This is an optimization exercise on Yosys and OpenROAD, whose aim is small area, a short achievable clock period and few clock cycles, not a production implementation.
No functional check of the RTL was part of any run shown here.
Power is estimated from default activity; no workload was simulated.

**flow/flow/run.sh**
```bash
#!/bin/bash
# The standard layout, with plain buf_1 cells as the port buffers.
set -euo pipefail
export BUFFER_PORTS_ARGS="-buffer_cell sky130_fd_sc_hd__buf_1"
bash standard.sh > make_finish.log 2>&1
```
**flow/standard.sh**
```bash
#!/bin/bash
# synth_recipe.tcl (not shown) runs the flow's synth.tcl, then flattens the netlist and writes it again
# the make line also repeats each setting of config.mk as NAME=value (left out here)
make -C /OpenROAD-flow-scripts/flow DESIGN_CONFIG=/design/flow/config.mk WORK_HOME=/design/flow/orfs CLKGATE_MAP_FILE= SYNTH_SCRIPT=/design/flow/synth_recipe.tcl "${@:-finish}"
```
**flow/config.mk**
```make
export PLATFORM = sky130hd
export DESIGN_NAME = rs_cudu_v2
export DESIGN_NICKNAME = rs_cudu_v2
export VERILOG_FILES = /design/flow/design.v
export SDC_FILE = /design/flow/constraint.sdc
export NUM_CORES = 4
export LEC_CHECK = 0
export CAP_MARGIN = 20
export CORE_MARGIN = 2
export CORE_UTILIZATION = 40
export SETUP_SLACK_MARGIN = 2.8
export SLEW_MARGIN = 20
```
**flow/constraint.sdc**
```tcl
create_clock -name core_clock -period 5.0 [get_ports {clock}]
set_input_delay 1.0000 -clock core_clock [delete_from_list [all_inputs] [get_ports {clock}]]
set_output_delay 1.0000 -clock core_clock [all_outputs]
set_load 0.01 [all_outputs]
```
**flow/design.v**
```verilog
module nr_step(
	input [9:0] r, input [9:0] q, input [1:0] p, input neg,
	output [9:0] r_n, output [9:0] q_n
);
wire [9:0] a = r;
wire [9:0] b = {~neg, q[8:0] ^ {9{~neg}}};
wire ci = |p;
wire [9:0] h = a ^ b;
wire [9:0] g0 = (a & b) | {9'd0, h[0] & ci};
wire [9:0] p0 = h;
wire [9:0] g1 = g0 | (p0 & {g0[8:0], 1'b0});
wire [9:0] p1 = p0 & {p0[8:0], 1'b0};
wire [9:0] g2 = g1 | (p1 & {g1[7:0], 2'b0});
wire [9:0] p2 = p1 & {p1[7:0], 2'b0};
wire [9:0] g3 = g2 | (p2 & {g2[5:0], 4'b0});
wire [9:0] p3 = p2 & {p2[5:0], 4'b0};
wire [9:0] g4 = g3 | (p3 & {g3[1:0], 8'b0});
wire [9:0] hi = h ^ {g4[8:0], ci};
assign r_n = {hi[7:0], p - 2'd1};
assign q_n = {q[8:0], ~hi[9]};
endmodule
module rs_cudu_v2(
	input clock, reset,
	input sqrt_start, input [19:0] data_in,
	output sqrt_done, output [9:0] data_out
);
reg [2:0] cnt;		 
reg [9:0] q;		 
reg [9:0] r;		 
reg [1:0] pr;		 
reg neg;		 
reg done;
assign sqrt_done = done;
assign data_out = q;
function [12:0] seed;
	input [5:0] d;
	case (d)
		6'd0: seed = {3'd0, 10'd0};
		6'd1: seed = {3'd1, 10'd0};
		6'd2: seed = {3'd1, 10'd1};
		6'd3: seed = {3'd1, 10'd2};
		6'd4: seed = {3'd2, 10'd0};
		6'd5: seed = {3'd2, 10'd1};
		6'd6: seed = {3'd2, 10'd2};
		6'd7: seed = {3'd2, 10'd3};
		6'd8: seed = {3'd2, 10'd4};
		6'd9: seed = {3'd3, 10'd0};
		6'd10: seed = {3'd3, 10'd1};
		6'd11: seed = {3'd3, 10'd2};
		6'd12: seed = {3'd3, 10'd3};
		6'd13: seed = {3'd3, 10'd4};
		6'd14: seed = {3'd3, 10'd5};
		6'd15: seed = {3'd3, 10'd6};
		6'd16: seed = {3'd4, 10'd0};
		6'd17: seed = {3'd4, 10'd1};
		6'd18: seed = {3'd4, 10'd2};
		6'd19: seed = {3'd4, 10'd3};
		6'd20: seed = {3'd4, 10'd4};
		6'd21: seed = {3'd4, 10'd5};
		6'd22: seed = {3'd4, 10'd6};
		6'd23: seed = {3'd4, 10'd7};
		6'd24: seed = {3'd4, 10'd8};
		6'd25: seed = {3'd5, 10'd0};
		6'd26: seed = {3'd5, 10'd1};
		6'd27: seed = {3'd5, 10'd2};
		6'd28: seed = {3'd5, 10'd3};
		6'd29: seed = {3'd5, 10'd4};
		6'd30: seed = {3'd5, 10'd5};
		6'd31: seed = {3'd5, 10'd6};
		6'd32: seed = {3'd5, 10'd7};
		6'd33: seed = {3'd5, 10'd8};
		6'd34: seed = {3'd5, 10'd9};
		6'd35: seed = {3'd5, 10'd10};
		6'd36: seed = {3'd6, 10'd0};
		6'd37: seed = {3'd6, 10'd1};
		6'd38: seed = {3'd6, 10'd2};
		6'd39: seed = {3'd6, 10'd3};
		6'd40: seed = {3'd6, 10'd4};
		6'd41: seed = {3'd6, 10'd5};
		6'd42: seed = {3'd6, 10'd6};
		6'd43: seed = {3'd6, 10'd7};
		6'd44: seed = {3'd6, 10'd8};
		6'd45: seed = {3'd6, 10'd9};
		6'd46: seed = {3'd6, 10'd10};
		6'd47: seed = {3'd6, 10'd11};
		6'd48: seed = {3'd6, 10'd12};
		6'd49: seed = {3'd7, 10'd0};
		6'd50: seed = {3'd7, 10'd1};
		6'd51: seed = {3'd7, 10'd2};
		6'd52: seed = {3'd7, 10'd3};
		6'd53: seed = {3'd7, 10'd4};
		6'd54: seed = {3'd7, 10'd5};
		6'd55: seed = {3'd7, 10'd6};
		6'd56: seed = {3'd7, 10'd7};
		6'd57: seed = {3'd7, 10'd8};
		6'd58: seed = {3'd7, 10'd9};
		6'd59: seed = {3'd7, 10'd10};
		6'd60: seed = {3'd7, 10'd11};
		6'd61: seed = {3'd7, 10'd12};
		6'd62: seed = {3'd7, 10'd13};
		6'd63: seed = {3'd7, 10'd14};
	endcase
endfunction
wire [2:0] q0;
wire [9:0] r0;
assign {q0, r0} = seed(data_in[19:14]);
wire [9:0] rc [0:1];
wire [9:0] qc [0:1];
assign rc[0] = r;
assign qc[0] = q;
nr_step s0 (.r(rc[0]), .q(qc[0]), .p(pr[1:0]), .neg(neg), .r_n(rc[1]), .q_n(qc[1]));
wire [9:0] r_n = rc[1];
wire [9:0] q_n = qc[1];
always @(posedge clock, posedge reset)
	if (reset) cnt <= 3'd0;
	else if (sqrt_start) cnt <= 3'd1;
	else if (cnt != 3'd0) cnt <= cnt + 3'd1;
always @(posedge clock, posedge reset)
	if (reset) done <= 1'b0;
	else done <= (cnt == 3'd6);
always @(posedge clock) begin
	if (sqrt_start) begin
		q <= {7'd0, q0};
		r <= r0;
		neg <= 1'b0;
	end else begin
		if (cnt != 3'd0) q <= q_n;
		r <= r_n;
		neg <= ~q_n[0];
	end
	case (cnt)
		3'd0: pr <= data_in[13:12];
		3'd1: pr <= data_in[11:10];
		3'd2: pr <= data_in[9:8];
		3'd3: pr <= data_in[7:6];
		3'd4: pr <= data_in[5:4];
		3'd5: pr <= data_in[3:2];
		default: pr <= data_in[1:0];
	endcase
end
endmodule
```
==> results of run 1 <==
[stage by stage]
step / std cells / cell area, um^2 / util, %
after detailed placement: 300 / 2040 / 43.8
after CTS: 304 / 2110 / 45.2
final: 307 / 2140 / 45.9
after global placement: 300 / 2040 / 43.8
after global routing: 307 / 2140 / 45.9
after floorplan: 221 / 1900 / -
[per-layer routing]
layer / vias up / global-route usage, %
li1: 847 / -
met1: 756 / 24.2
met2: 29 / 24.8
met3: 6 / 3.04
met4: 0 / 4.32
met5: - / 0
[Yosys cell counts, types with 2 or more instances]
| cell type | n | area share (%) |
|---|---|---|
| nor3_1 | 8 | 2.1 |
| nor3_2 | 2 | 1.1 |
| nor2b_1 | 12 | 3.9 |
| nor2_1 | 13 | 2.6 |
| dfxtp_1 | 20 | 21 |
| o211ai_1 | 2 | 0.79 |
| o21a_1 | 3 | 1.2 |
| buf_6 | 2 | 1.2 |
| o21ai_0 | 4 | 1.1 |
| edfxtp_1 | 3 | 4.7 |
| xnor2_1 | 11 | 5.1 |
| a222oi_1 | 2 | 1.1 |
| nor3b_1 | 2 | 0.79 |
| nand2b_1 | 5 | 1.6 |
| inv_1 | 13 | 2.6 |
| a22oi_1 | 4 | 1.6 |
| o21ai_1 | 5 | 1.3 |
| ha_1 | 18 | 12 |
| a21oi_1 | 16 | 4.2 |
| dfrtp_1 | 4 | 5.3 |
| a211oi_1 | 7 | 2.8 |
| buf_2 | 6 | 1.6 |
| nand3_1 | 2 | 0.53 |
| a31oi_1 | 6 | 2.0 |
| fa_1 | 2 | 2.1 |
| nand2_1 | 25 | 4.9 |
| a21o_1 | 6 | 2.4 |
[critical path: cells and delay by family, from the launching register on]
kind / cells / cell delay [ns]
flops: 1 / 0.44
xor+xnor: 1 / 0.16
simple gates: 1 / 0.05
fa+ha+maj: 2 / 0.58
compound gates: 3 / 0.64
buf+inv: 1 / 0.09
[worst max path at each step]
stage                            from    to  slack, ns  cells after the start
after floorplan                   neg  r[9]       2.87                      7
after global placement    data_in[18]  r[0]       2.60                      5
after detailed placement          neg  r[9]       2.60                      6
after CTS                      cnt[1]  q[0]       2.81                      4
after global routing      data_in[15]  r[1]       2.80                      7
final                            q[0]  r[8]       2.94                      8
[where the power goes]
group | leakage (nW) | internal (mW) | switching (mW)
registers | 0.248 | 0.306 | 0.0630
clock network | 0.0261 | 0.0586 | 0.0742
logic | 0.580 | 0.391 | 0.465
total | 0.854 | 0.756 | 0.602
[cell families after synthesis]
logic type	count (synthesis)
adder cells (fa/ha/maj)	20
buffers and inverters	23
XOR/XNOR	11
AO/OA/AOI/OAI	65
AND/OR/NAND/NOR	74
multiplexers	1
flip-flops	27
[final cells by class]
type | instances | share of cell area, %
Inverter | 14 | 2.46
Tap cell | 54 | 3.16
Clock inverter | 1 | 0.410
Timing Repair Buffer | 37 | 7.38
Clock buffer | 3 | 1.93
Sequential cell | 27 | 27.8
Multi-Input combinational cell | 171 | 56.9
[state kept, by name (all words and copies together) (netlist names)]
register  cells
cnt           3
done          1
neg           1
pr            2
q            10
r            10
[timing repair]
action,CTS,global route
pin swaps,0,3
endpoints found under the setup margin,7,17
gates resized for setup,4,5
setup buffers,0,3
==> results.json, run 1 <==
{
  "clock-skew-final_ns": 0.00582,
  "die_w_um": 73.0,
  "power.density_nw_per_um2": 635,
  "crit_path_start_kind": "flop",
  "pre_cts_slack_ns": 2.60,
  "num_rows": 25,
  "dr.pass1.iters": 5,
  "wirelength_um": 4100,
  "grt_pass1_wl_um": 6930,
  "dieArea_um2": 5330,
  "areaGrowthSynthToFinish_pct": 12.3,
  "hold_buffers": 0,
  "drc": 0,
  "synth_nets": 264,
  "power_mw": 1.36,
  "dr_wl_met2_um": 1820,
  "routed_via_density": 5.34,
  "synth_cell_types": 45,
  "finalSetupViolCount": 0,
  "dp_hpwl_um": 3010,
  "ant_nets": 0,
  "crit_path_top_delay_cell": "edfxtp_1",
  "drt_iter0_drc": 114,
  "synthArstFlopShare_pct": 14.8,
  "endpoint_kind": "flop",
  "synth_area_per_cell_um2": 8.61,
  "finalWorstSetupSlack_ns": 2.94,
  "tns_ns": 0,
  "hold_end": "q[9]",
  "multi_input_area_um2": 1210,
  "slew_violations": 0,
  "grt_usage_pct": 16.5,
  "seqCellArea_um2": 594,
  "synth_top_family_by_area": "compound AO/OA/AOI/OAI gates",
  "crit_type": "flop to flop",
  "ys_ff_latch": 27,
  "wl_met3_um": 114,
  "yosysWarnings": 1,
  "maxSlewHeadroom_pct": 63.9,
  "hold_path_depth": 2,
  "final_common_cell": "buf_1",
  "reg2reg_from": "q[0]",
  "top_layer": "met4",
  "final_cell_mix": "buf_1, nand2_1, dfxtp_1",
  "worstPathArrival_ns": 2.25,
  "min-delay-start": "q[9]",
  "finalHoldViolations": 0,
  "die_h_um": 73.0,
  "cts_made_buffers": 3,
  "drive_above_1_share_pct": 9.09,
  "finalCriticalPeriod_ns": 2.06,
  "peakVddDrop_mv": 0.242,
  "clock_latency_ns": 0.28,
  "maxCapViolCount": 0,
  "grt_start_max_net_pins": 27,
  "wl_met1_um": 2100,
  "cts_max_level": 1,
  "rsz0062_at_grt": "false",
  "diodes": 0,
  "antenna_found_initial": 0,
  "synth_compound_area_share_pct": 24.0,
  "clock_sinks": 27,
  "io_buffers": 33,
  "r2r_slack_ns": 2.94,
  "wire_per_inst_um": 13.3,
  "synth_area_um2": 1900,
  "cpPeakStageDelay_ns": 0.44,
  "synthAdderAreaFrac_pct": 13.9,
  "n_fill_cell": 468,
  "worst_r2r_path_depth": 8,
  "synth_edf_count": 3,
  "outcome": "finished clean",
  "nets": 297,
  "hold_path.class": "flop to flop",
  "clkTransAtPathRegs_ns": 0.10,
  "synth_xor_area_share_pct": 5.06,
  "max_freq_mhz": 486,
  "synthMuxAreaShare_pct": 0.592,
  "cts_tree": "built",
  "hold_ws_ns": 0.467,
  "ys_seq_area_share_pct": 31.0,
  "coreArea_um2": 4660,
  "start_util_pct": 40.8,
  "period_share_pct": 41.1,
  "clockRootBuffer": "clkbuf_8",
  "r2r_end": "r[8]",
  "worst_pin_slew_ns": 0.540,
  "overflow": 0,
  "dr_total_vias": 1638,
  "grt_pass1_vias": 1491,
  "top_level_ports": 34,
  "clock_path_buffers": 2,
  "crit_required_ns": 5.19,
  "synth_cells": 221,
  "crit_chain": "xnor2_2, fa_2, inv_1, fa_2, nor2b_1, o21a_1, o21a_1, o211ai_1",
  "synth_simple_gate_area_share_pct": 19.5,
  "leakage_nw": 0.854,
  "cp_max_fo": 3,
  "ys.flop_type": "dfxtp_1",
  "gp_congestion": 0.791
}
==> inputs of run 2 (changes only) <==
--- a/flow/design.v
+++ b/flow/design.v
@@ -29,8 +29,7 @@
 reg [9:0] r;		 
 reg [1:0] pr;		 
 reg neg;		 
-reg done;
-assign sqrt_done = done;
+assign sqrt_done = (cnt == 3'd7);
 assign data_out = q;
 function [12:0] seed;
 	input [5:0] d;
@@ -115,9 +114,6 @@
 	if (reset) cnt <= 3'd0;
 	else if (sqrt_start) cnt <= 3'd1;
 	else if (cnt != 3'd0) cnt <= cnt + 3'd1;
-always @(posedge clock, posedge reset)
-	if (reset) done <= 1'b0;
-	else done <= (cnt == 3'd6);
 always @(posedge clock) begin
 	if (sqrt_start) begin
 		q <= {7'd0, q0};
==> results.json, run 2 <==
{
  "outcome": "finished clean",
  "cpPeakStageDelay_ns": 0.44,
  "power_mw": 1.36,
  "seqPwrFrac_pct": 26.4,
  "r2r_slack_ns": 2.94,
  "dieArea_um2": 5280,
  "io_buffers": 33,
  "die_h_um": 72.6,
  "synth_area_per_cell_um2": 8.57,
  "power.density_nw_per_um2": 637,
  "clkTransAtPathRegs_ns": 0.09,
  "rsz0062_at_grt": "false",
  "hold_ws_ns": 0.459,
  "ys.flop_type": "dfxtp_1",
  "crit_path_start_kind": "flop",
  "grt_usage_pct": 16.0,
  "dr_total_vias": 1635,
  "placed_area_um2": 2020,
  "dp_hpwl_um": 2980,
  "grt_start_max_net_pins": 27,
  "top_regs": "q: 10 flops, r: 10 flops, cnt: 3 flops",
  "gp_congestion": 0.798,
  "ys_seq_area_share_pct": 30.0,
  "peakVddDrop_mv": 0.204,
  "synthArstFlopShare_pct": 11.5,
  "areaGrowthSynthToFinish_pct": 13.7,
  "finish.utilization_pct": 48.2,
  "routed_via_density": 5.36,
  "clockRootBuffer": "clkbuf_8",
  "placedCellCount": 297,
  "critical_path_buf_inv_count": 1,
  "wirelength_um": 4020,
  "pre_cts_slack_ns": 2.59,
  "tns_ns": 0,
  "slew_violations": 0,
  "crit_required_ns": 4.00,
  "clock_sinks": 26,
  "p_int_uw": 768,
  "max_freq_mhz": 463,
  "coreArea_um2": 4440,
  "reg2reg_from": "q[1]",
  "synth_compound_area_share_pct": 24.2,
  "synth_nets": 264,
  "sw_frac_of_total_pct": 43.7,
  "synth_top_family_by_area": "compound AO/OA/AOI/OAI gates",
  "nets": 298,
  "hold_path.class": "flop to flop",
  "critPathLaunch": "cnt[1]",
  "crit_path_top_delay_cell": "dfrtp_2",
  "power_frac_comb_pct": 63.6,
  "grt_pass1_wl_um": 6740,
  "synth_top_area_share_pct": 21.2,
  "finalWorstSetupSlack_ns": 2.84,
  "worst_pin_slew_ns": 0.603,
  "drc": 0,
  "clock_path_buffers": 2,
  "die_w_um": 72.6,
  "cts_made_buffers": 3,
  "synth_cells": 220,
  "synth_xor_area_share_pct": 5.11,
  "grt_pass1_vias": 1500,
  "drt_iter0_drc": 57,
  "synth_cell_types": 44,
  "endpoint_kind": "output port",
  "top_level_ports": 34,
  "period_share_pct": 43.2,
  "fin_area_um2": 2140,
  "p_sw_uw": 597,
  "overflow": 0,
  "crit_type": "flop to output port",
  "synthMuxAreaShare_pct": 0.598,
  "maxSlewHeadroom_pct": 59.8,
  "synthAdderAreaFrac_pct": 14.7,
  "yosysMostFrequentCell": "nand2_1",
  "finalCriticalPeriod_ns": 2.16,
  "clock_latency_ns": 0.27,
  "synth_simple_gate_area_share_pct": 19.3,
  "antenna_found_initial": 0,
  "final_common_cell": "buf_1",
  "synth_area_um2": 1880,
  "finalSetupViolCount": 0,
  "dr.pass1.iters": 4,
  "cp_max_fo": 2,
  "synthTopCellsByCount": "nand2_1, dfxtp_1, ha_1",
  "leakage_nw": 0.854,
  "clock-skew-final_ns": 0.00687,
  "cts_tree": "built",
  "drive_above_1_share_pct": 10.3,
  "synth_edf_count": 3,
  "cp_top_family": "flip-flops",
  "final_cells": 305,
  "start_util_pct": 42.4,
  "finalHoldViolations": 0,
  "ys_ff_latch": 26,
  "power_frac_clock_pct": 10.0,
  "cts_max_level": 1,
  "diodes": 0,
  "ys_top_cells_by_area": "dfxtp_1, ha_1, xnor2_1",
  "yosysWarnings": 1,
  "num_rows": 24,
  "crit_chain": "ha_4, ha_2, buf_2",
  "final_cell_mix": "buf_1, nand2_1, dfxtp_1",
  "ant_nets": 0,
  "yosys.area.top_type": "dfxtp_1",
  "worstPathArrival_ns": 1.16,
  "wire_per_inst_um": 13.2,
  "maxCapViolCount": 0,
  "min-delay-start": "q[9]"
}
run 2: changes by cell type after synthesis:
cell / previous run / this run
and2_1: 1 / 0
dfrtp_1: 4 / 3
ha_1: 18 / 19
run 2: final timing paths:
kind / end / depth (start not counted)
max in group asynchronous: cnt[1] / 2
worst max-delay path: sqrt_done / 3
worst min-delay path: q[9] / 2
min in group asynchronous: cnt[1] / 2
worst max register to register: r[9] / 6
worst min register to register: q[9] / 2
run 2: final cells by class:
type | count | area (um^2)
well taps | 52 | 65.1
fillers | 453 | 2300
repair buffers | 38 | 165
flip-flops and latches | 26 | 571
multi-input cells | 171 | 1230
inverters | 14 | 52.6
clock buffers | 4 | 55.1
run 2: kinds of logic (layout without fill, tap and decap cells):
| kind of cell | Yosys count | after routing |
|---|---|---|
| simple gates | 73 | 73 |
| flops | 26 | 26 |
| buf+inv | 23 | 56 |
| compound gates | 65 | 65 |
| mux | 1 | 1 |
| fa+ha+maj | 21 | 21 |
| xor+xnor | 11 | 11 |
run 2: what timing repair did:
action / in CTS / in global routing
hold endpoints to repair: 0 / 0
hold buffers: 0 / 0
setup endpoints to repair: 8 / 13
gates resized for setup: 4 / 9
pin swaps: 0 / 2
buffers inserted: 2 / 2
gates cloned: 0 / 0
run 2: routing by layer:
metal / GRT usage [%] / share of wire [%] / vias up
met2: 24.9 / 43 / 57
met1: 22.8 / 49 / 728
met3: 3.18 / 6.7 / 4
met4: 4.12 / 1.0 / 0
li1: - / - / 846
met5: 0 / 0 / -
run 2: worst register-to-register path: stages, from the launching register on:
cell	delay, ns
edfxtp_1	0.44
xnor2_1	0.23
ha_1	0.31
a211oi_4	0.30
o21ai_1	0.11
a31oi_1	0.23
mux2_1	0.34
run 2: power groups by stage:
stage	Combinational [mW]	Clock [mW]	Sequential, mW
after global placement	0.815	0	0.363
after global routing	0.984	0.148	0.369
after CTS	0.832	0.142	0.357
after floorplan	0.668	0	0.344
after detailed placement	0.802	0	0.363
final	0.868	0.137	0.360

## static timing again, ports no longer ideal
In the flow no input, the clock included, has a driving cell. The finished layouts below were timed again as built, in two steps.
Step 1 sets driving cells, clkbuf_16 on the clock port and buf_2 on the other inputs (assumed; they add their load-dependent delay and slew).
Step 2, shift: input delay + t, output delay - t, t = (earliest + latest rising clock arrival at the registers) / 2. This alone moves slack from input paths to output paths.
Slacks: ideal / step 1 / step 2; pairs: ideal / step 1.
| run | t (ns) | slack for setup (ns) | worst hold slack (ns) | worst register clock-pin slew, ns | pins driven straight from the clock port |
|---|---|---|---|---|---|
| run 1 | 0.300 | 2.944 / 2.944 / 2.657 | 0.467 / 0.467 / 0.467 | 0.10 / 0.10 | 1 |
| run 2 | 0.295 | 2.839 / 2.812 / 2.590 | 0.459 / 0.459 / 0.459 | 0.09 / 0.09 | 1 |
After both steps every run listed still meets setup and hold. For run 1, which loses most, drivers alone change the setup slack by 0.000 ns; drivers and shift together by -0.287 ns.
